From an optimization exercise on the open Yosys and OpenROAD flow, aimed at small area, a short achievable clock period and few clock cycles; shortcuts taken in it are not production practice. The RTL was checked by simulation tests, not by an equivalence proof against the original design. Power figures rest on the tool's default switching activity, not on a simulated workload.

**design.v**
```verilog
`timescale 1ns / 1ps
module Pipeline_CPU(
    input aclk,
    input reset,
    output [3 :0] if_ben,
    output [31:0] if_wdata,
    output [31:0] if_addr,
    input         if_addr_ok,
    input         if_data_ok,
    input  [31:0] if_rdata,
    output [3 :0] mem_ben,
    output [31:0] mem_wdata,
    output        mem_wr,
    output [31:0] mem_addr,
    input         mem_addr_ok,
    input         mem_data_ok,
    input  [31:0] mem_rdata
    );
    parameter KM = 4;    
    reg rst;
    always @(posedge aclk) rst <= reset;
    reg  [29:0] pc_f;             
    reg  [29:0] pc_f2;            
    reg         v_f2;             
    reg  [31:0] ir;               
    reg         ir_p;             
    reg  [29:0] pc_d;
    reg         v_d;
    reg  [31:0] sb;               
    reg         sb_p;
    reg  [29:0] pc_sb;
    reg         v_sb;
    reg         v_e;              
    reg  [4 :0] e_dst;
    reg  [31:0] e_a, e_b, e_imm;
    reg         e_fa_em, e_fa_w2, e_fb_em, e_fb_w2;
    reg         e_useimm, e_sub;
    reg         e_sel_add, e_sel_slt, e_sel_sltu, e_sel_and, e_sel_or,
                e_sel_xor, e_sel_nor, e_sel_sh, e_sel_link, e_sel_hi, e_sel_lo;
    reg         e_shl, e_sha, e_shimm, e_shbig;
    reg         e_load, e_store, e_lsign;
    reg  [1 :0] e_size;
    reg         e_mthi, e_mtlo, e_md, e_mddiv, e_mdu;
    reg  [4 :0] m_dst;            
    reg  [31:0] m_res;
    reg         m_load, m_lsign, m_pend, m_wr;
    reg  [1 :0] m_size;
    reg  [3 :0] m_ben;
    reg  [31:0] m_wdata;
    reg         v_m1;             
    reg  [4 :0] m1_dst;
    reg  [31:0] m1_res;
    reg         m1_load, m1_lsign, m1_pend, m1_wr;
    reg  [1 :0] m1_size;
    reg  [3 :0] m1_ben;
    reg  [31:0] m1_wdata;
    reg  [4 :0] w_dst;            
    reg  [31:0] w_res;
    reg         w_load, w_lsign;
    reg  [1 :0] w_size, w_a;
    reg  [4 :0] w2_dst;           
    reg  [31:0] w2_val;
    reg  [31:0] rf [1:31];
    reg  [31:0] hi, lo;
    assign if_ben    = 4'b1111;
    assign if_wdata  = 32'b0;
    assign if_addr   = {3'b000, pc_f[26:0], 2'b00};
    assign mem_ben   = m_ben;
    assign mem_wr    = m_wr;
    assign mem_wdata = m_wdata;
    assign mem_addr  = {3'b000, m_res[28:0]};
    wire hold = m_pend & ~mem_addr_ok;
    wire [7 :0] l_byte = (w_a == 2'd0) ? mem_rdata[7:0]   :
                         (w_a == 2'd1) ? mem_rdata[15:8]  :
                         (w_a == 2'd2) ? mem_rdata[23:16] : mem_rdata[31:24];
    wire [15:0] l_half = w_a[1] ? mem_rdata[31:16] : mem_rdata[15:0];
    wire [31:0] l_data = (w_size == 2'd2) ? mem_rdata :
                         (w_size == 2'd1) ? {{16{w_lsign & l_half[15]}}, l_half} :
                                            {{24{w_lsign & l_byte[7]}},  l_byte};
    wire [31:0] w2_wb  = w2_val;
    always @(posedge aclk)
        if (w2_dst != 5'd0)
            rf[w2_dst] <= w2_wb;
    wire [5:0] op = ir[31:26];
    wire [4:0] rs = ir[25:21];
    wire [4:0] rt = ir[20:16];
    wire [4:0] rd = ir[15:11];
    wire [5:0] fn = ir[5:0];
    wire op_r    = (op == 6'h00);
    wire op_ri   = (op == 6'h01);
    wire i_j     = (op == 6'h02);
    wire i_jal   = (op == 6'h03);
    wire i_beq   = (op == 6'h04);
    wire i_bne   = (op == 6'h05);
    wire i_blez  = (op == 6'h06);
    wire i_bgtz  = (op == 6'h07);
    wire i_alui  = (op[5:3] == 3'b001);
    wire i_load  = (op[5:3] == 3'b100);
    wire i_store = (op[5:3] == 3'b101);
    wire i_lui   = (op == 6'h0F);
    wire i_logi  = i_alui & op[2] & ~(op[1] & op[0]);    
    wire i_jr    = op_r & (fn == 6'h08);
    wire i_jalr  = op_r & (fn == 6'h09);
    wire i_mfhi  = op_r & (fn == 6'h10);
    wire i_mthi  = op_r & (fn == 6'h11);
    wire i_mflo  = op_r & (fn == 6'h12);
    wire i_mtlo  = op_r & (fn == 6'h13);
    wire i_md    = op_r & (fn[5:2] == 4'b0110);
    wire i_shift = op_r & (fn[5:3] == 3'b000);
    wire i_arith = op_r & (fn[5:2] == 4'b1000);          
    wire i_logr  = op_r & (fn[5:2] == 4'b1001);          
    wire i_sltr  = op_r & (fn[5:1] == 5'b10101);
    wire is_br   = i_beq | i_bne | i_blez | i_bgtz | op_ri;
    wire is_jmp  = i_j | i_jal | i_jr | i_jalr;
    wire is_cti  = is_br | is_jmp;
    wire i_link  = i_jal | i_jalr | (op_ri & rt[4]);
    wire [4:0] d_dst = op_r ? rd :
                       (i_alui | i_load) ? rt :
                       (i_jal | (op_ri & rt[4])) ? 5'd31 : 5'd0;
    wire use_rs  = ~(i_j | i_jal);
    wire use_rt  = op_r | i_beq | i_bne | i_store;
    wire d_rs    = is_br | i_jr | i_jalr;                
    wire d_rt    = i_beq | i_bne;                        
    wire [31:0] d_imm = i_lui  ? {ir[15:0], 16'b0} :
                        i_logi ? {16'b0, ir[15:0]} :
                                 {{16{ir[15]}}, ir[15:0]};
    wire rs_nz = (rs != 5'd0);
    wire rt_nz = (rt != 5'd0);
    wire hE_s  = rs_nz & (e_dst  == rs);
    wire hM_s  = rs_nz & (m_dst  == rs);
    wire hW_s  = rs_nz & (w_dst  == rs);
    wire hW2_s = rs_nz & (w2_dst == rs);
    wire hE_t  = rt_nz & (e_dst  == rt);
    wire hM_t  = rt_nz & (m_dst  == rt);
    wire hW_t  = rt_nz & (w_dst  == rt);
    wire hW2_t = rt_nz & (w2_dst == rt);
    wire [31:0] rf_s = rs_nz ? rf[rs] : 32'd0;
    wire [31:0] rf_t = rt_nz ? rf[rt] : 32'd0;
    wire [31:0] d_a = hM_s ? m_res : hW_s ? w_res : hW2_s ? w2_wb : rf_s;
    wire [31:0] d_b = hM_t ? m_res : hW_t ? w_res : hW2_t ? w2_wb : rf_t;
    wire sE_s = (hE_s & e_load) | (~hE_s & hM_s & m_load);
    wire sE_t = (hE_t & e_load) | (~hE_t & hM_t & m_load);
    wire sD_s = hE_s | (hM_s & m_load) | (~hM_s & hW_s & w_load);
    wire sD_t = hE_t | (hM_t & m_load) | (~hM_t & hW_t & w_load);
    wire md_wait;
    wire hilo_use = i_mfhi | i_mflo | i_mthi | i_mtlo | i_md;
    wire haz = (use_rs & (d_rs ? sD_s : sE_s)) |
               (use_rt & (d_rt ? sD_t : sE_t)) |
               (hilo_use & (md_wait | (v_e & e_md))) |
               (is_cti & ~ir_p & ~v_sb & ~v_f2);
    wire d_adv  = v_d & ~haz & ~v_m1;
    wire d_free = ~v_d | d_adv;
    wire        a_eq  = (d_a == d_b);
    wire        a_z   = (d_a == 32'd0);
    wire        a_n   = d_a[31];
    wire        taken = is_jmp |
                        (i_beq  &  a_eq) |
                        (i_bne  & ~a_eq) |
                        (i_blez & (a_n | a_z)) |
                        (i_bgtz & ~a_n & ~a_z) |
                        (op_ri  & (rt[0] ^ a_n));
    wire [29:0] pc_d1   = pc_d + 30'd1;
    wire [29:0] br_tgt  = pc_d1 + {{14{ir[15]}}, ir[15:0]};
    wire [29:0] target  = (i_jr | i_jalr) ? d_a[31:2] :
                          (i_j  | i_jal)  ? {pc_d1[29:26], ir[25:0]} : br_tgt;
    wire redirect = d_adv & is_cti & taken & ~ir_p;
    wire drop     = v_d & ~d_adv & v_sb & v_f2;      
    wire        f_j    = v_f2 & (if_rdata[31:27] == 5'b00001);
    wire        f_pred = f_j & ~redirect & ~drop;
    always @(posedge aclk)
    begin
        if (rst)
            pc_f <= 30'h2FF00000;                
        else if (redirect)
            pc_f <= target;
        else if (drop)
            pc_f <= pc_f2;
        else if (f_pred)
            pc_f <= {pc_f[29:26], if_rdata[25:0]};
        else
            pc_f <= pc_f + 30'd1;
        pc_f2 <= pc_f;
        v_f2  <= ~rst & ~redirect & ~drop;
        if (d_free)
        begin
            if (v_sb)
            begin
                ir    <= sb;
                ir_p  <= sb_p;
                pc_d  <= pc_sb;
                sb    <= if_rdata;
                sb_p  <= f_pred;
                pc_sb <= pc_f2;
            end
            else
            begin
                ir    <= if_rdata;
                ir_p  <= f_pred;
                pc_d  <= pc_f2;
            end
        end
        else if (~v_sb)
        begin
            sb    <= if_rdata;
            sb_p  <= f_pred;
            pc_sb <= pc_f2;
        end
        else if (drop)
            sb_p  <= 1'b0;       
        if (rst)
        begin
            v_d  <= 1'b0;
            v_sb <= 1'b0;
        end
        else if (d_free)
        begin
            v_d  <= v_sb | v_f2;
            v_sb <= v_sb & v_f2 & ~redirect;
        end
        else if (~v_sb)
            v_sb <= v_f2;
    end
    wire [31:0] fa, fb;       
    always @(posedge aclk)
    begin
        if (v_m1)
        begin
            e_a     <= e_fa_em ? m1_res : fa;
            e_b     <= e_fb_em ? m1_res : fb;
            e_fa_em <= 1'b0;
            e_fa_w2 <= 1'b0;
            e_fb_em <= 1'b0;
            e_fb_w2 <= 1'b0;
        end
        else
        begin
            e_a     <= i_link ? {pc_d + 30'd2, 2'b00} : d_a;    
            e_b     <= d_b;
            e_fa_em <= hE_s & ~i_link;
            e_fa_w2 <= ~hE_s & ~hM_s & hW_s & w_load & ~i_link;
            e_fb_em <= hE_t;
            e_fb_w2 <= ~hE_t & ~hM_t & hW_t & w_load;
            e_imm      <= d_imm;
            e_useimm   <= i_alui | i_load | i_store;
            e_sub      <= i_sltr | (op == 6'h0A) | (op == 6'h0B) | (i_arith & fn[1]);
            e_sel_add  <= i_arith | (op == 6'h08) | (op == 6'h09) | i_load | i_store;
            e_sel_slt  <= (i_sltr & ~fn[0]) | (op == 6'h0A);
            e_sel_sltu <= (i_sltr &  fn[0]) | (op == 6'h0B);
            e_sel_and  <= (i_logr & fn[1:0] == 2'd0) | (op == 6'h0C);
            e_sel_or   <= (i_logr & fn[1:0] == 2'd1) | (op == 6'h0D) | i_lui;
            e_sel_xor  <= (i_logr & fn[1:0] == 2'd2) | (op == 6'h0E);
            e_sel_nor  <= (i_logr & fn[1:0] == 2'd3);
            e_sel_sh   <= i_shift;
            e_shl      <= ~fn[1];
            e_sha      <= fn[0];
            e_shimm    <= ~fn[2];
            e_shbig    <= fn[2] & ~fn[0];
            e_sel_link <= i_link;
            e_sel_hi   <= i_mfhi;
            e_sel_lo   <= i_mflo;
            e_size     <= (op[1:0] == 2'b11) ? 2'd2 : {1'b0, op[0]};
            e_lsign    <= ~op[2];
            e_mddiv    <= fn[1];
            e_mdu      <= fn[0];
        end
        if (rst)
        begin
            v_e     <= 1'b0;
            e_dst   <= 5'd0;
            e_load  <= 1'b0;
            e_store <= 1'b0;
            e_mthi  <= 1'b0;
            e_mtlo  <= 1'b0;
            e_md    <= 1'b0;
        end
        else if (~v_m1)
        begin
            v_e     <= d_adv;
            e_dst   <= d_adv ? d_dst : 5'd0;
            e_load  <= d_adv & i_load;
            e_store <= d_adv & i_store;
            e_mthi  <= d_adv & i_mthi;
            e_mtlo  <= d_adv & i_mtlo;
            e_md    <= d_adv & i_md;
        end
    end
    assign fa = e_fa_em ? m_res : e_fa_w2 ? w2_wb : e_a;
    assign fb = e_fb_em ? m_res : e_fb_w2 ? w2_wb : e_b;
    wire [31:0] alu_b = e_useimm ? e_imm : fb;
    wire [32:0] sum   = {1'b0, fa} + {1'b0, alu_b ^ {32{e_sub}}} + {32'd0, e_sub};
    wire        slt   = (fa[31] ^ alu_b[31]) ? fa[31] : sum[31];
    wire        sltu  = ~sum[32];
    wire [4 :0] sh_amt = e_shimm ? e_imm[10:6] : fa[4:0];
    wire        sh_zero = e_shbig & (fa[31:5] != 27'd0);
    wire [31:0] sh_in;
    wire [31:0] sh_rev;
    genvar gi;
    generate for (gi = 0; gi < 32; gi = gi + 1) begin : rev
        assign sh_in[gi]  = e_shl ? fb[31-gi] : fb[gi];
    end endgenerate
    wire [32:0] sh_x   = {e_sha & fb[31], sh_in};
    wire [32:0] sh_r   = $signed(sh_x) >>> sh_amt;
    generate for (gi = 0; gi < 32; gi = gi + 1) begin : rev2
        assign sh_rev[gi] = e_shl ? sh_r[31-gi] : sh_r[gi];
    end endgenerate
    wire [31:0] e_res = ({32{e_sel_add}}  & sum[31:0]) |
                        ({32{e_sel_slt}}  & {31'd0, slt}) |
                        ({32{e_sel_sltu}} & {31'd0, sltu}) |
                        ({32{e_sel_and}}  & (fa & alu_b)) |
                        ({32{e_sel_or}}   & (fa | alu_b)) |
                        ({32{e_sel_xor}}  & (fa ^ alu_b)) |
                        ({32{e_sel_nor}}  & ~(fa | alu_b)) |
                        ({32{e_sel_sh & ~sh_zero}} & sh_rev) |
                        ({32{e_sel_link}} & fa) |
                        ({32{e_sel_hi}}   & hi) |
                        ({32{e_sel_lo}}   & lo);
    wire        e_mem   = e_load | e_store;
    wire [3 :0] e_ben   = ~e_store ? 4'b1111 :
                          (e_size == 2'd2) ? 4'b1111 :
                          (e_size == 2'd1) ? (sum[1] ? 4'b1100 : 4'b0011) :
                          (4'b0001 << sum[1:0]);
    wire [31:0] e_wdata = (e_size == 2'd0) ? {4{fb[7:0]}} :
                          (e_size == 2'd1) ? {2{fb[15:0]}} : fb;
    wire [31:0] e_mres = e_res;          
    wire [3 :0] e_mben = e_mem ? e_ben : 4'b0000;
    always @(posedge aclk)
    begin
        if (~v_m1)
        begin
            m1_dst   <= e_dst;
            m1_res   <= e_mres;
            m1_load  <= e_load;
            m1_pend  <= e_mem;
            m1_ben   <= e_mben;
            m1_wr    <= e_store;
            m1_wdata <= e_wdata;
            m1_size  <= e_size;
            m1_lsign <= e_lsign;
        end
        if (rst)
            v_m1 <= 1'b0;
        else
            v_m1 <= hold & (v_m1 | v_e);
        if (rst)
        begin
            m_dst  <= 5'd0;
            m_load <= 1'b0;
            m_pend <= 1'b0;
            m_ben  <= 4'b0000;
        end
        else if (~hold)
        begin
            if (v_m1)
            begin
                m_dst   <= m1_dst;
                m_res   <= m1_res;
                m_load  <= m1_load;
                m_pend  <= m1_pend;
                m_ben   <= m1_ben;
                m_wr    <= m1_wr;
                m_wdata <= m1_wdata;
                m_size  <= m1_size;
                m_lsign <= m1_lsign;
            end
            else
            begin
                m_dst   <= e_dst;
                m_res   <= e_mres;
                m_load  <= e_load;
                m_pend  <= e_mem;
                m_ben   <= e_mben;
                m_wr    <= e_store;
                m_wdata <= e_wdata;
                m_size  <= e_size;
                m_lsign <= e_lsign;
            end
        end
        if (rst | hold)
        begin
            w_dst  <= 5'd0;
            w_load <= 1'b0;
        end
        else
        begin
            w_dst  <= m_dst;
            w_load <= m_load;
        end
        w_res   <= m_res;
        w_size  <= m_size;
        w_lsign <= m_lsign;
        w_a     <= m_res[1:0];
        if (rst)
            w2_dst <= 5'd0;
        else
            w2_dst <= w_dst;
        w2_val <= w_load ? l_data : w_res;
    end
    wire e_fire = v_e & ~v_m1;
    localparam NM = 32 / KM;
    localparam W  = 32 + KM;
    reg         md_mi, md_mf, md_dp, md_di, md_df;    
    reg  [4 :0] md_cnt;
    reg  [31:0] md_m;             
    reg  [31:0] md_c;             
    reg         md_cy;            
    reg         md_n1;            
    reg         md_n2;            
    wire md_busy = md_mi | md_mf | md_dp | md_di | md_df;
    reg  [W-1:0] cs_s, cs_c, cs_p, cs_t;
    reg  [KM :0] cs_low;
    integer k;
    always @*
    begin
        cs_s = {{KM{1'b0}}, hi};
        cs_c = {{KM{1'b0}}, md_c};
        for (k = 0; k < KM; k = k + 1)
        begin
            cs_p = lo[k] ? ({{KM{1'b0}}, md_m} << k) : {W{1'b0}};
            cs_t = cs_s ^ cs_c ^ cs_p;
            cs_c = ((cs_s & cs_c) | (cs_s & cs_p) | (cs_c & cs_p)) << 1;
            cs_s = cs_t;
        end
        cs_low = {1'b0, cs_s[KM-1:0]} + {1'b0, cs_c[KM-1:0]} + {{KM{1'b0}}, md_cy};
    end
    reg         md_lz;            
    wire        ad_xi  = (md_mf & md_n1) | (md_df & md_n1);
    wire [31:0] ad_x   = hi ^ {32{ad_xi}};
    wire [31:0] ad_y   = md_mf ? (md_c ^ {32{md_n1}}) : 32'd0;
    wire [1 :0] ad_ci  = md_mf ? (md_n1 ? ({1'b0, ~md_cy} + {1'b0, md_lz}) : {1'b0, md_cy}) :
                                 {1'b0, md_n1};
    wire [32:0] ad_sum = {1'b0, ad_x} + {1'b0, ad_y} + {31'd0, ad_ci};
    wire [31:0] lo_neg = ~lo + 32'd1;
    wire [32:0] dv_t   = {1'b0, hi} + {1'b0, ~md_m} + 33'd1;     
    function [5:0] clz32(input [31:0] x);
        integer j;
        begin
            clz32 = 6'd32;
            for (j = 0; j < 32; j = j + 1)
                if (x[j]) clz32 = 6'd31 - j;
        end
    endfunction
    wire [5 :0] za    = clz32(hi);
    wire [5 :0] zb    = clz32(md_m);
    wire        dv_z  = (md_m == 32'd0);
    wire        dv_lt = (zb < za);
    wire [4 :0] dv_d  = zb[4:0] - za[4:0];
    wire        dp_end = dv_z | dv_lt;
    wire        md_neg = md_n1 | md_n2;
    wire        md_last = md_mf | md_df |
                          (md_di & (md_cnt == 5'd0) & ~md_neg);
    assign md_wait = md_busy & ~md_last;
    wire        st_an = ~e_mdu & fa[31];
    wire        st_bn = ~e_mdu & fb[31];
    wire [31:0] abs_a = st_an ? (~fa + 32'd1) : fa;
    wire [31:0] abs_b = st_bn ? (~fb + 32'd1) : fb;
    wire        fa_z  = (fa == 32'd0);
    wire        fb_z  = (fb == 32'd0);
    always @(posedge aclk)
    begin
        if (rst)
        begin
            md_mi <= 1'b0;
            md_mf <= 1'b0;
            md_dp <= 1'b0;
            md_di <= 1'b0;
            md_df <= 1'b0;
        end
        else if (e_fire & e_md)
        begin
            md_cnt <= 5'd0;
            md_c   <= 32'd0;
            md_cy  <= 1'b0;
            md_lz  <= 1'b1;
            if (e_mddiv & fb_z)
            begin
                hi    <= fa;                 
                lo    <= (~e_mdu & fa[31]) ? 32'd1 : 32'hFFFFFFFF;
            end
            else if (e_mddiv & fa_z)
            begin
                hi    <= 32'd0;
                lo    <= 32'd0;
            end
            else if (e_mddiv)
            begin
                md_dp <= 1'b1;
                hi    <= abs_a;
                lo    <= 32'd0;
                md_m  <= abs_b;
                md_n1 <= st_an;
                md_n2 <= st_an ^ st_bn;
            end
            else if (fa_z | fb_z)
            begin
                hi    <= 32'd0;
                lo    <= 32'd0;
            end
            else
            begin
                md_mi <= 1'b1;
                hi    <= 32'd0;
                lo    <= abs_b;
                md_m  <= abs_a;
                md_n1 <= st_an ^ st_bn;
                md_n2 <= 1'b0;
            end
        end
        else if (md_mi)
        begin
            hi     <= cs_s[W-1:KM];
            md_c   <= cs_c[W-1:KM];
            md_cy  <= cs_low[KM];
            md_lz  <= md_lz & (cs_low[KM-1:0] == {KM{1'b0}});
            lo     <= {cs_low[KM-1:0], lo[31:KM]};
            md_cnt <= md_cnt + 5'd1;
            if (md_cnt == NM - 1)
            begin
                md_mi <= 1'b0;
                md_mf <= 1'b1;
            end
        end
        else if (md_mf)
        begin
            hi    <= ad_sum[31:0];
            if (md_n1) lo <= lo_neg;
            md_mf <= 1'b0;
        end
        else if (md_dp)
        begin
            md_dp <= 1'b0;
            if (dp_end)
            begin
                if (dv_z) lo <= 32'hFFFFFFFF;
                md_df <= md_neg;
            end
            else
            begin
                md_m   <= md_m << dv_d;
                md_cnt <= dv_d;
                md_di  <= 1'b1;
            end
        end
        else if (md_di)
        begin
            if (dv_t[32]) hi <= dv_t[31:0];
            lo     <= {lo[30:0], dv_t[32]};
            md_m   <= md_m >> 1;
            md_cnt <= md_cnt - 5'd1;
            if (md_cnt == 5'd0)
            begin
                md_di <= 1'b0;
                md_df <= md_neg;
            end
        end
        else if (md_df)
        begin
            hi    <= ad_sum[31:0];
            if (md_n2) lo <= lo_neg;
            md_df <= 1'b0;
        end
        else if (e_fire)
        begin
            if (e_mthi) hi <= fa;
            if (e_mtlo) lo <= fa;
        end
    end
endmodule
```
**flow/run.sh**
```bash
#!/bin/bash
set -euo pipefail
MARGIN=$(cat flow/margin.txt)
bash standard.sh SETUP_SLACK_MARGIN=$MARGIN finish > flow_make.log 2>&1
```
**flow/margin.txt**
```
16
```
**standard.sh**
```bash
#!/bin/bash
# synth_recipe.tcl (not shown) runs the flow's synth.tcl, then flattens the netlist and writes it again
# the make line also repeats each setting of config.mk as NAME=value (left out here)
make -C /OpenROAD-flow-scripts/flow DESIGN_CONFIG=/design/flow/config.mk WORK_HOME=/design/flow/orfs CLKGATE_MAP_FILE= SYNTH_SCRIPT=/design/flow/synth_recipe.tcl "${@:-finish}"
```
**config.mk**
```make
export PLATFORM = sky130hd
export DESIGN_NAME = Pipeline_CPU
export DESIGN_NICKNAME = Pipeline_CPU
export VERILOG_FILES = /design/flow/design.v
export SDC_FILE = /design/flow/constraint.sdc
export NUM_CORES = 4
export LEC_CHECK = 0
export CAP_MARGIN = 20
export CORE_MARGIN = 2
export CORE_UTILIZATION = 45
export PLACE_DENSITY = 0.65
export SLEW_MARGIN = 20
```
**constraint.sdc**
```tcl
create_clock -name core_clock -period 22.0 [get_ports {aclk}]
set_input_delay 4.4000 -clock core_clock [delete_from_list [all_inputs] [get_ports {aclk}]]
set_output_delay 4.4000 -clock core_clock [all_outputs]
set_load 0.01 [all_outputs]
```
==> impl_metrics.xml, run 1 <==
<?xml version="1.0" encoding="UTF-8"?>
<metrics>
  <group name="run_status">
    <metric name="status" unit="">complete, no violations</metric>
  </group>
  <group name="floorplan">
    <metric name="die_area" unit="um2">234000</metric>
    <metric name="die_w" unit="um">484</metric>
    <metric name="core_area" unit="um2">230000</metric>
    <metric name="fp-row-count" unit="">176</metric>
    <metric name="io-pin-count" unit="">207</metric>
    <metric name="initial_core_util" unit="%">45.2</metric>
    <metric name="die_height" unit="um">484</metric>
  </group>
  <group name="sta">
    <metric name="fin_tns_setup" unit="ps">0</metric>
    <metric name="worst_hold_slack" unit="ps">336</metric>
    <metric name="report.final.slew_viol_count" unit="">0</metric>
    <metric name="max_slew.worst_pin.slew" unit="ps">1210</metric>
    <metric name="layout_min_cycle_time" unit="ps">6100</metric>
    <metric name="finalClockSkew" unit="ps">118</metric>
    <metric name="slew_headroom" unit="%">16.9</metric>
    <metric name="fin_crit_sh" unit="%">27.7</metric>
    <metric name="layout_setup_ws" unit="ps">15900</metric>
    <metric name="max_freq" unit="MHz">164</metric>
    <metric name="rsz0062_at_grt" unit="">true</metric>
    <metric name="finalHoldViolCount" unit="">0</metric>
    <metric name="report.final.setup_viol" unit="">0</metric>
  </group>
  <group name="cells_and_area">
    <metric name="mostFrequentLayoutCells" unit="">edfxtp_1 (1376), nand2_1 (795), nor2_1 (697)</metric>
    <metric name="area.sequential" unit="um2">48000</metric>
    <metric name="layout_fillers" unit="">19912</metric>
    <metric name="layout.nets" unit="">9754</metric>
    <metric name="stdcell_area" unit="um2">117000</metric>
    <metric name="area_growth_from_synthesis_to_layout" unit="%">12.6</metric>
    <metric name="finish.cell_count_without_fillers" unit="">12519</metric>
    <metric name="final_common_cell" unit="">edfxtp_1</metric>
    <metric name="final_layout_size_suffix_gt1_share" unit="%">16.8</metric>
    <metric name="multi_input_comb_area" unit="um2">52000</metric>
  </group>
  <group name="power_and_ir_drop">
    <metric name="p_clk_share" unit="%">28.7</metric>
    <metric name="internal-power" unit="mW">6.99</metric>
    <metric name="pwr-share-seq" unit="%">36.3</metric>
    <metric name="power_frac_comb" unit="%">35.1</metric>
    <metric name="power_per_cell_area" unit="nW/um2">97.2</metric>
    <metric name="power_switching_share" unit="%">38.5</metric>
    <metric name="power.leakage" unit="nW">42.2</metric>
    <metric name="max_vdd_drop" unit="mV">0.0947</metric>
    <metric name="power_switching" unit="mW">4.37</metric>
  </group>
  <group name="global_routing">
    <metric name="grtUsageTotal" unit="%">37.1</metric>
    <metric name="via_count_of_the_first_global_routing_pass" unit="">80983</metric>
    <metric name="antenna_found_initial" unit="">36</metric>
    <metric name="grt_overflow" unit="">0</metric>
    <metric name="grt_first_pass_wirelength" unit="mm">622</metric>
    <metric name="largest_net_degree_at_the_start_of_global_routing" unit="">144</metric>
  </group>
  <group name="clock_network">
    <metric name="cts_sinks" unit="">1703</metric>
    <metric name="tritoncts.num_buffers" unit="">184</metric>
    <metric name="ctsHtreeMaxLevel" unit="">4</metric>
    <metric name="cts.clk_slew.worst_paths" unit="ps">60</metric>
    <metric name="cts_tree" unit="">built</metric>
    <metric name="cts_root_buf" unit="">clkbuf_16</metric>
    <metric name="clock_latency" unit="ps">930</metric>
    <metric name="cts-hold-fix-buffers" unit="">0</metric>
    <metric name="ctsLongestPathBuffers" unit="">3</metric>
  </group>
  <group name="setup_path">
    <metric name="critical_path_depth" unit="">1</metric>
    <metric name="crit_buf_inv" unit="">1</metric>
    <metric name="cpLargestDelayFamily" unit="">flip-flops</metric>
    <metric name="ff2ff_setup_slack" unit="ps">15910</metric>
    <metric name="timing.critical_path.arrival" unit="ps">1700</metric>
    <metric name="worstRegToRegCells" unit="">14</metric>
    <metric name="worst_setup_path_startpoint" unit="">m_res[10]</metric>
    <metric name="cp-end-kind" unit="">output port</metric>
    <metric name="critical_path.reg2reg.endpoint" unit="">pc_f[18]</metric>
    <metric name="worstSetupEndpoint" unit="">mem_addr[10]</metric>
    <metric name="timing.critical_path.slowest_stage_cell" unit="">edfxtp_1</metric>
    <metric name="type_of_the_worst_setup_path" unit="">reg2out</metric>
    <metric name="timing.critical_path.from_type" unit="">register</metric>
    <metric name="crit_path_max_fanout" unit="">2</metric>
    <metric name="crit_path_cell_trace" unit="">buf_2</metric>
    <metric name="worst-endpoint-required" unit="ps">17600</metric>
    <metric name="critical_path.max_stage_delay" unit="ps">550</metric>
  </group>
  <group name="placed_design">
    <metric name="dp.cells" unit="">12068</metric>
    <metric name="dp.final_hpwl" unit="mm">314</metric>
    <metric name="pre_cts_slack" unit="ps">13760</metric>
    <metric name="gpl.final_weighted_congestion" unit="">1.08</metric>
    <metric name="port_buffers" unit="">159</metric>
    <metric name="placed_area" unit="um2">109000</metric>
  </group>
  <group name="drt">
    <metric name="first_iter_violations" unit="">13566</metric>
    <metric name="routed-via-count" unit="">85515</metric>
    <metric name="finalWirelength" unit="mm">448</metric>
    <metric name="drc" unit="">0</metric>
    <metric name="postRouteAntennaNets" unit="">0</metric>
    <metric name="route.detailed.vias_per_inst" unit="">6.83</metric>
    <metric name="drtPass1Iterations" unit="">11</metric>
    <metric name="wire_per_inst" unit="um">35.8</metric>
  </group>
  <group name="yosys">
    <metric name="synth.lib_cells_used.distinct" unit="">101</metric>
    <metric name="ys.warnings.count" unit="">1</metric>
    <metric name="postSynth.asyncResetShare" unit="%">0</metric>
    <metric name="synth_cells" unit="">9261</metric>
    <metric name="synth_edf_count" unit="">1376</metric>
    <metric name="postSynthAreaPerCell" unit="um2">11.2</metric>
    <metric name="synthesized_cell_area" unit="um2">104000</metric>
    <metric name="sequential_fraction_of_the_synthesis_area" unit="%">46.1</metric>
    <metric name="yosys_most_used_dff" unit="">edfxtp_1</metric>
    <metric name="synth-seq-cells" unit="">1703</metric>
  </group>
  <group name="hold_path">
    <metric name="min_path_type" unit="">reg2reg</metric>
  </group>
  <group name="job">
    <metric name="timing.max_cap.violations" unit="">0</metric>
  </group>
</metrics>
==> through the flow <==
step	total power, mW	utilization [%]
floorplan	6.19	-
global placement	7.80	47.4
detailed placement	7.84	47.4
CTS	11.2	50.6
global route	11.6	50.9
finish	11.4	50.9
==> power groups by stage <==
stage / clock (mW) / combinational (mW) / sequential [mW]
after floorplan: 0 / 2.06 / 4.13
after global placement: 0 / 3.59 / 4.21
after detailed placement: 0 / 3.63 / 4.21
after CTS: 3.27 / 3.79 / 4.11
after global routing: 3.39 / 4.09 / 4.12
final: 3.26 / 3.98 / 4.12
==> area by class of cell <==
| class | instances | area share [%] |
|---|---|---|
| Clock buffer | 232 | 4.18 |
| Inverter | 388 | 1.26 |
| Multi-Input combinational cell | 6455 | 44.5 |
| Sequential cell | 1703 | 41.0 |
| Timing Repair Buffer | 585 | 4.56 |
| Antenna cell | 14 | 0.0300 |
| Clock inverter | 116 | 1.20 |
| Tap cell | 3026 | 3.24 |
==> synth_stat cells (68+ instances only) <==
master,count,share of area (%)
and2_1,155,0.93
xnor2_1,317,2.7
mux4_2,493,11
nand3_1,146,0.70
nor3_1,123,0.59
a211oi_1,172,1.2
o21ai_0,471,2.3
clkbuf_1,436,1.6
buf_4,138,1.0
nor2_1,736,2.7
mux2_2,107,1.2
ha_1,235,2.8
inv_1,376,1.4
fa_1,132,2.5
a21oi_1,627,3.0
a21o_1,68,0.49
mux2i_1,275,2.7
buf_1,74,0.27
nor2b_1,100,0.60
dfxtp_1,327,6.3
buf_2,88,0.42
xor2_1,116,0.98
o22ai_1,78,0.47
a221oi_1,70,0.59
o211ai_1,103,0.75
nand2_1,798,2.9
a22oi_1,89,0.64
edfxtp_1,1376,40
==> layer usage <==
| layer | GRT usage [%] | wire length [um] |
|---|---|---|
| met5 | 0 | 240 |
| met4 | 26.9 | 39400 |
| met3 | 9.86 | 54600 |
| met2 | 55.3 | 193000 |
| met1 | 46.8 | 160000 |
==> what timing repair did <==
action                                  4_1_cts  5_1_grt
hold endpoints to repair                      0        0
cloned                                        5        2
buffers inserted                             52       30
endpoints found under the setup margin      428      268
pin swaps                                    10       11
gates resized for setup                     399       77
==> sequential cells by signal, summed over array words and instances (netlist names), 30 cells and up, named ones only <==
| register | cells |
|---|---|
| pc_d | 30 |
| pc_sb | 30 |
| ir | 32 |
| pc_f | 30 |
| w2_val | 32 |
| sb | 32 |
| e_b | 32 |
| m_res | 32 |
| md_m | 32 |
| rf | 992 |
| pc_f2 | 30 |
| m1_res | 32 |
| w_res | 31 |
| e_imm | 32 |
| md_c | 32 |
| m1_wdata | 32 |
| hi | 32 |
| e_a | 32 |
| m_wdata | 32 |
| lo | 32 |
==> worst min path at each step <==
| stage | slack (ps) | from | endpoint | depth (start not counted) |
|---|---|---|---|---|
| after floorplan | 320 | m_lsign | w_lsign | 0 |
| after global placement | 370 | pc_f[29] | pc_f2[29] | 0 |
| after detailed placement | 370 | pc_f[15] | pc_f2[15] | 0 |
| after CTS | 330 | pc_f[27] | pc_f2[27] | 0 |
| after global routing | 340 | pc_f[27] | pc_f2[27] | 0 |
| final | 340 | pc_f[27] | pc_f2[27] | 0 |
==> cell families after synthesis <==
group | Yosys count | synth area share (%)
AND/OR/NAND/NOR | 2444 | 10.9
AO/OA/AOI/OAI | 2291 | 14.5
flip-flops | 1703 | 46.1
buffers and inverters | 1146 | 4.91
multiplexers | 875 | 14.5
XOR/XNOR | 433 | 3.65
adder cells (fa/ha/maj) | 367 | 5.38
other | 2 | 0.00724
Testbench counts, summed over its fixed seeds: cycles 46,265.
==> run 2: changes to the inputs <==
--- a/config.mk
+++ b/config.mk
@@ -7,6 +7,6 @@
 export LEC_CHECK = 0
 export CAP_MARGIN = 20
 export CORE_MARGIN = 2
-export CORE_UTILIZATION = 45
-export PLACE_DENSITY = 0.65
+export CORE_UTILIZATION = 30
+export PLACE_DENSITY = 0.55
 export SLEW_MARGIN = 20
==> run 2 against run 1 <==
  * Combinational power rose by 2%
  * Global-route usage fell by 12 points
  * Core utilization fell by 16 points
  * Clock power rose by 1%
  * Synthesized cell count did not move
  * Critical path type unchanged
  * Via count fell by 2.4%
==> impl_metrics.xml, run 2 <==
<?xml version="1.0" encoding="UTF-8"?>
<metrics>
  <group name="global_routing">
    <metric name="grt_overflow" unit="">0</metric>
    <metric name="antenna_found_initial" unit="">19</metric>
    <metric name="via_count_of_the_first_global_routing_pass" unit="">81176</metric>
    <metric name="grt_first_pass_wirelength" unit="mm">637</metric>
    <metric name="grtUsageTotal" unit="%">25.5</metric>
    <metric name="largest_net_degree_at_the_start_of_global_routing" unit="">164</metric>
  </group>
  <group name="setup_path">
    <metric name="crit_buf_inv" unit="">2</metric>
    <metric name="timing.critical_path.slowest_stage_cell" unit="">edfxtp_1</metric>
    <metric name="cp-end-kind" unit="">output port</metric>
    <metric name="timing.critical_path.from_type" unit="">register</metric>
    <metric name="crit_path_cell_trace" unit="">buf_12 &gt; buf_6</metric>
    <metric name="cpLargestDelayFamily" unit="">flip-flops</metric>
    <metric name="timing.critical_path.arrival" unit="ps">1640</metric>
    <metric name="critical_path.max_stage_delay" unit="ps">430</metric>
    <metric name="worst-endpoint-required" unit="ps">17600</metric>
    <metric name="crit_path_max_fanout" unit="">4</metric>
    <metric name="type_of_the_worst_setup_path" unit="">reg2out</metric>
  </group>
  <group name="sta">
    <metric name="finalClockSkew" unit="ps">112</metric>
    <metric name="rsz0062_at_grt" unit="">true</metric>
    <metric name="slew_headroom" unit="%">11.7</metric>
    <metric name="layout_min_cycle_time" unit="ps">6040</metric>
    <metric name="max_freq" unit="MHz">166</metric>
    <metric name="finalHoldViolCount" unit="">0</metric>
    <metric name="fin_crit_sh" unit="%">27.5</metric>
    <metric name="layout_setup_ws" unit="ps">15960</metric>
    <metric name="report.final.setup_viol" unit="">0</metric>
    <metric name="max_slew.worst_pin.slew" unit="ps">1320</metric>
    <metric name="report.final.slew_viol_count" unit="">0</metric>
    <metric name="worst_hold_slack" unit="ps">342</metric>
    <metric name="fin_tns_setup" unit="ps">0</metric>
  </group>
  <group name="power_and_ir_drop">
    <metric name="power.leakage" unit="nW">42.5</metric>
    <metric name="max_vdd_drop" unit="mV">0.0791</metric>
    <metric name="power_per_cell_area" unit="nW/um2">95.9</metric>
  </group>
  <group name="yosys">
    <metric name="ys.warnings.count" unit="">1</metric>
    <metric name="postSynth.asyncResetShare" unit="%">0</metric>
    <metric name="postSynthAreaPerCell" unit="um2">11.2</metric>
    <metric name="synth-seq-cells" unit="">1703</metric>
    <metric name="most_frequent_cell_after_synthesis" unit="">edfxtp_1</metric>
    <metric name="sequential_fraction_of_the_synthesis_area" unit="%">46.1</metric>
    <metric name="synthesized_cell_area" unit="um2">104000</metric>
    <metric name="synth_common_cells" unit="">edfxtp_1 (1376), nand2_1 (798), nor2_1 (736), a21oi_1 (627), mux4_2 (493)</metric>
    <metric name="synth.lib_cells_used.distinct" unit="">101</metric>
    <metric name="post-synth-top-area-fraction" unit="%">39.8</metric>
    <metric name="synth.top_cells.by_area" unit="">edfxtp_1 (40%), mux4_2 (11%), dfxtp_1 (6.3%)</metric>
    <metric name="synth_edf_count" unit="">1376</metric>
    <metric name="synth_cells" unit="">9261</metric>
    <metric name="synth_largest_area_cell" unit="">edfxtp_1</metric>
    <metric name="yosys_most_used_dff" unit="">edfxtp_1</metric>
  </group>
  <group name="drt">
    <metric name="routed-via-count" unit="">83499</metric>
    <metric name="route.detailed.vias_per_inst" unit="">5.94</metric>
    <metric name="finalWirelength" unit="mm">461</metric>
    <metric name="first_iter_violations" unit="">10424</metric>
    <metric name="wire_per_inst" unit="um">32.8</metric>
    <metric name="drtPass1Iterations" unit="">8</metric>
    <metric name="drc" unit="">0</metric>
    <metric name="postRouteAntennaNets" unit="">0</metric>
  </group>
  <group name="cells_and_area">
    <metric name="largest_register" unit="">rf</metric>
    <metric name="layout_fillers" unit="">33878</metric>
    <metric name="area_growth_from_synthesis_to_layout" unit="%">14.8</metric>
    <metric name="final_common_cell" unit="">edfxtp_1</metric>
    <metric name="mostFrequentLayoutCells" unit="">edfxtp_1 (1376), nand2_1 (795), nor2_1 (695)</metric>
    <metric name="layout.nets" unit="">9774</metric>
    <metric name="final_layout_size_suffix_gt1_share" unit="%">17.5</metric>
    <metric name="stdcell_area" unit="um2">119000</metric>
    <metric name="largest_reg_flops" unit="">992</metric>
  </group>
  <group name="run_status">
    <metric name="status" unit="">complete, no violations</metric>
  </group>
  <group name="placed_design">
    <metric name="placed_area" unit="um2">111000</metric>
    <metric name="gpl.final_weighted_congestion" unit="">1.00</metric>
    <metric name="port_buffers" unit="">159</metric>
    <metric name="dp.final_hpwl" unit="mm">319</metric>
    <metric name="pre_cts_slack" unit="ps">13340</metric>
  </group>
  <group name="clock_network">
    <metric name="cts_tree" unit="">built</metric>
    <metric name="clock_latency" unit="ps">950</metric>
    <metric name="cts.clk_slew.worst_paths" unit="ps">70</metric>
    <metric name="ctsHtreeMaxLevel" unit="">4</metric>
    <metric name="tritoncts.num_buffers" unit="">196</metric>
    <metric name="cts_sinks" unit="">1703</metric>
    <metric name="cts-hold-fix-buffers" unit="">0</metric>
    <metric name="cts_root_buf" unit="">clkbuf_16</metric>
    <metric name="ctsLongestPathBuffers" unit="">4</metric>
  </group>
  <group name="floorplan">
    <metric name="core_area" unit="um2">344000</metric>
    <metric name="initial_core_util" unit="%">30.2</metric>
    <metric name="io-pin-count" unit="">207</metric>
    <metric name="die_w" unit="um">592</metric>
    <metric name="fp-row-count" unit="">215</metric>
    <metric name="die_height" unit="um">592</metric>
    <metric name="die_area" unit="um2">351000</metric>
  </group>
  <group name="hold_path">
    <metric name="min_path_type" unit="">reg2reg</metric>
  </group>
  <group name="job">
    <metric name="timing.max_cap.violations" unit="">0</metric>
  </group>
</metrics>
-- run 2: changes by cell type in the layout (fill, tap and decap cells not counted), moves of 7 or more --
cell	delta
dlygate4sd2_1	+19
clkinv_16	-11
o21ai_0	+10
dfxtp_2	+9
clkbuf_16	+19
dfxtp_1	-8
bufinv_16	-7
clkinv_2	+7
clkinv_1	-11
clkdlybuf4s15_1	-23
-- run 2: routing by layer --
layer	track usage, %	wire length, um	up-vias
met4	17.9	39300	10
li1	-	-	35130
met5	0	50	-
met2	41.1	213000	4954
met1	30.7	169000	42175
met3	4.89	40300	1230
-- run 2: path summary, 6_finish.rpt --
| check | slack, ps | startpoint | depth (start not counted) | end |
|---|---|---|---|---|
| hold / removal | 340 | m_lsign | 0 | w_lsign |
| setup reg to reg | 16060 | register | 17 | pc_f[18] |
| hold reg to reg | 340 | m_lsign | 0 | w_lsign |
| setup / recovery | 15960 | m_res[26] | 2 | mem_addr[26] |
-- run 2: logic make-up after synthesis --
group	synth area share [%]
buffers and inverters	4.91
adder cells (fa/ha/maj)	5.38
XOR/XNOR	3.65
other	0.00724
flip-flops	46.1
AND/OR/NAND/NOR	10.9
multiplexers	14.5
AO/OA/AOI/OAI	14.5
-- run 2: cell type report --
cell class	instances	area (um2)	area share, %
well taps	4557	5700	4.79
clock inverters	105	962	0.808
clock buffers	252	5320	4.47
diodes	10	25.0	0.0210
multi-input cells	6455	52100	43.8
repair buffers	593	5550	4.66
flip-flops and latches	1703	48000	40.3
inverters	388	1480	1.24
-- run 2: where the power goes --
group	total, mW	internal (mW)	switching [mW]
Combinational	4.04	1.31	2.73
Sequential	4.08	3.88	0.197
Clock	3.30	1.85	1.46
-- run 2: repair_timing --
action	in CTS	in global routing
gates cloned	5	8
resized for setup	434	80
buffers inserted	62	26
setup endpoints to repair	432	227
pin swaps	10	15
-- run 2: metrics by stage --
step                      power, mW  instances  util (%)
after floorplan                6.19       9303         -
after global placement         7.85      13591      32.2
after detailed placement       7.89      13592      32.2
after CTS                      11.3      14016      34.4
after global routing           11.7      14055      34.7
final                          11.4      14063      34.7
-- run 2: worst reg2reg max path: stages, from the launching register on --
cell	delay [ps]
dfxtp_2	310
buf_4	370
nor2b_4	470
buf_4	320
nand2_1	470
o22ai_1	430
nor3_2	200
a221oi_1	700
xnor2_1	190
o2111ai_1	190
or4_1	610
nor4_4	140
buf_4	210
a31oi_1	160
a211oi_4	300
clkbuf_16	270
nor2_4	140
a2111oi_1	330

-- port drivers added, routing unchanged --
In the flow no input, the clock included, has a driving cell. The finished layouts below were timed again as built, in two steps.
Step 1 (the two cells are an assumption about what drives the block):
set clk [get_ports {aclk}]
set_driving_cell -lib_cell sky130_fd_sc_hd__clkbuf_16 $clk
set_driving_cell -lib_cell sky130_fd_sc_hd__buf_2 [delete_from_list [all_inputs] $clk]
Step 2 times the ports against the registers' clock, not the clock port: input delays grow and output delays shrink by t, the midpoint of the rising clock arrivals with the driver on.
a / b / c = ideal ports / drivers / drivers and shift; a / b = the first two.
| run | shift t [ns] | setup slack, ns | hold slack, ns | worst slew at a driven data input, ns | pins driven straight from the clock port |
|---|---|---|---|---|---|
| run 1 | 0.963 | 15.903 / 15.812 / 15.098 | 0.336 / 0.336 / 0.336 | 0.11 | 1 |
| run 2 | 0.994 | 15.960 / 15.859 / 15.102 | 0.342 / 0.342 / 0.342 | 0.09 | 1 |
After both steps setup and hold are still met in every run listed. The setup slack of run 2, which loses most, moves by -0.101 ns with the drivers and by -0.858 ns with both steps.
